Source: an optimization exercise on an open RTL-to-GDS flow (aim: small area). Production flows keep margins and buffers that such runs may drop.
Where RTL was checked, it was by simulation tests only, not by an equivalence proof against the original.
Power and IR drop assume default switching activity. The clock port is modelled as an ideal driver; clocking choices that lean on that would not hold on a real chip.

## DIV
module DIV(
    input  wire        clk,
    input  wire        reset,
    input  wire        flush,
    input  wire        CE_in,
    input  wire        ex_valid_ns,
    input  wire        wb_allin,
    input  wire [31:0] dividend_in,
    input  wire [31:0] divisor_in,
    input  wire [5:0]  is_op,
    output reg  [31:0] quotient_out,
    output reg  [31:0] remainder_out,
    output reg         CE_out
);
Size in the first run: ~4200 cells after synthesis, ~1400 flip-flops, roughly 52000 um2 of cells after synthesis.
Settings: LEC_CHECK=0, CAP_MARGIN=20, CORE_MARGIN=2, CORE_UTILIZATION=60, CTS_BUF_LIST=sky130_fd_sc_hd__clkbuf_16, CTS_CLUSTER_DIAMETER=190, CTS_CLUSTER_SIZE=32, PLACE_DENSITY=0.7, SLEW_MARGIN=20, SYNTH_HIERARCHICAL=1; clock period 12.0 ns.
standard.sh (not shown) runs the stock make flow with config.mk's settings and CLKGATE_MAP_FILE= SYNTH_SCRIPT=/design/flow/synth_recipe.tcl, a recipe that flattens the netlist after the stock synthesis.
==> flow/flow/run.sh <==
#!/bin/bash
# Standard layout, with the port buffers made from the smallest buffer cell.
set -e
cp standard.sh standard.sh.txt
export BUFFER_PORTS_ARGS="-buffer_cell sky130_fd_sc_hd__buf_1"
bash standard.sh > standard.log 2>&1
==> next run, changes <==
--- a/flow/design.v
+++ b/flow/design.v
@@ -32,64 +32,58 @@
     always @(posedge clk) begin
         if (clr) begin
             ce_d <= 16'd0;
             CE_out <= 1'b0;
         end else begin
             ce_d[1] <= CE_in;
             ce_d[16:2] <= hs ? 15'd0 : ce_d[15:1];
             CE_out <= hs ? 1'b0 : ce_d[16];
         end
     end
     wire sgn = (is_op == 6'h0a);
-    wire nn  = sgn & dividend_in[31];
-    wire nd  = sgn & divisor_in[31];
-    wire [31:0] an = nn ? -dividend_in : dividend_in;
-    wire [31:0] ad = nd ? -divisor_in : divisor_in;
-    wire [31:0] adm = ad ^ 32'haaaaaaaa;
-    wire nq0 = nn ^ nd;
-    wire nr0 = nn;
-    reg [31:0] a_s1;
-    reg [31:0] d_s1;
-    reg nq_s1, nr_s1;
+    reg [31:0] n_s1, v_s1;
+    reg sg_s1;
     always @(posedge clk) begin
-        a_s1 <= an;
-        d_s1 <= adm;
-        nq_s1 <= nq0;
-        nr_s1 <= nr0;
+        n_s1 <= dividend_in;
+        v_s1 <= divisor_in;
+        sg_s1 <= sgn;
     end
-    reg [31:0] a_s2;
-    reg [31:0] d_s2;
-    reg nq_s2, nr_s2;
+    reg [31:0] n_s2, v_s2;
+    reg sg_s2;
     always @(posedge clk) begin
-        a_s2 <= a_s1;
-        d_s2 <= d_s1;
-        nq_s2 <= nq_s1;
-        nr_s2 <= nr_s1;
+        n_s2 <= n_s1;
+        v_s2 <= v_s1;
+        sg_s2 <= sg_s1;
     end
-    reg [31:0] a_s3;
-    reg [31:0] d_s3;
-    reg nq_s3, nr_s3;
+    reg [31:0] n_s3, v_s3;
+    reg sg_s3;
     always @(posedge clk) begin
-        a_s3 <= a_s2;
-        d_s3 <= d_s2;
-        nq_s3 <= nq_s2;
-        nr_s3 <= nr_s2;
+        n_s3 <= n_s2;
+        v_s3 <= v_s2;
+        sg_s3 <= sg_s2;
     end
+    wire nn  = sg_s3 & n_s3[31];
+    wire nd  = sg_s3 & v_s3[31];
+    wire [31:0] an = nn ? -n_s3 : n_s3;
+    wire [31:0] ad = nd ? -v_s3 : v_s3;
+    wire [31:0] adm = ad ^ 32'haaaaaaaa;
+    wire nq0 = nn ^ nd;
+    wire nr0 = nn;
     reg [31:0] a_s4;
     reg [31:0] d_s4;
     reg nq_s4, nr_s4;
     always @(posedge clk) begin
-        a_s4 <= a_s3;
-        d_s4 <= d_s3;
-        nq_s4 <= nq_s3;
-        nr_s4 <= nr_s3;
+        a_s4 <= an;
+        d_s4 <= adm;
+        nq_s4 <= nq0;
+        nr_s4 <= nr0;
     end
     wire t1_0 = a_s4[31];
     wire hz1 = ~|(d_s4[31:1] ^ 1431655765);
     wire [1:1] c1;
     wire [0:0] r1;
     wire ge1;
     assign c1[1] = ~(~t1_0 & (d_s4[0] ^ 1'b0));
     assign r1[0] = (ge1 ? (t1_0 ^ (d_s4[0] ^ 1'b0)) : t1_0) ^ 1'b1;
     assign ge1 = hz1 & c1[1];
     wire [31:0] a1 = {a_s4[30:0], ge1};
     wire [1:1] t2 = r1;
After rerunning: Maximum frequency came out lower by a few percent; clock skew is about the same; setup slack gets worse by 0.29 ns; total power stays flat; sequential share of layout area shrinks by 0.12 points.
Function not checked in the second run of this note: the RTL went through the layout flow alone.

==> static timing again, ports no longer ideal <==
How much do the figures lean on ideal ports? The routed layouts below were timed once more, with nothing changed but the port constraints.
Step 1 (the two cells are an assumption about what drives the block):
set clk [get_ports {clk}]
set_driving_cell -lib_cell sky130_fd_sc_hd__clkbuf_16 $clk
set_driving_cell -lib_cell sky130_fd_sc_hd__buf_2 [delete_from_list [all_inputs] $clk]
Step 2 moves the port delays by t, midway between the first and last clock arrival at a register: inputs arrive t later, outputs are due t later. That takes back most of the time a late clock gives input paths.
Slacks: ideal / step 1 / step 2; pairs: ideal / step 1.
run | shift t [ns] | slack for setup (ns) | cell pins on the clock port's net
the first run | 0.710 | 0.895 / 0.895 / 0.895 | 1
the second run | 0.707 | 0.608 / 0.608 / 0.608 | 1
After both steps setup and hold are still met in every run listed.
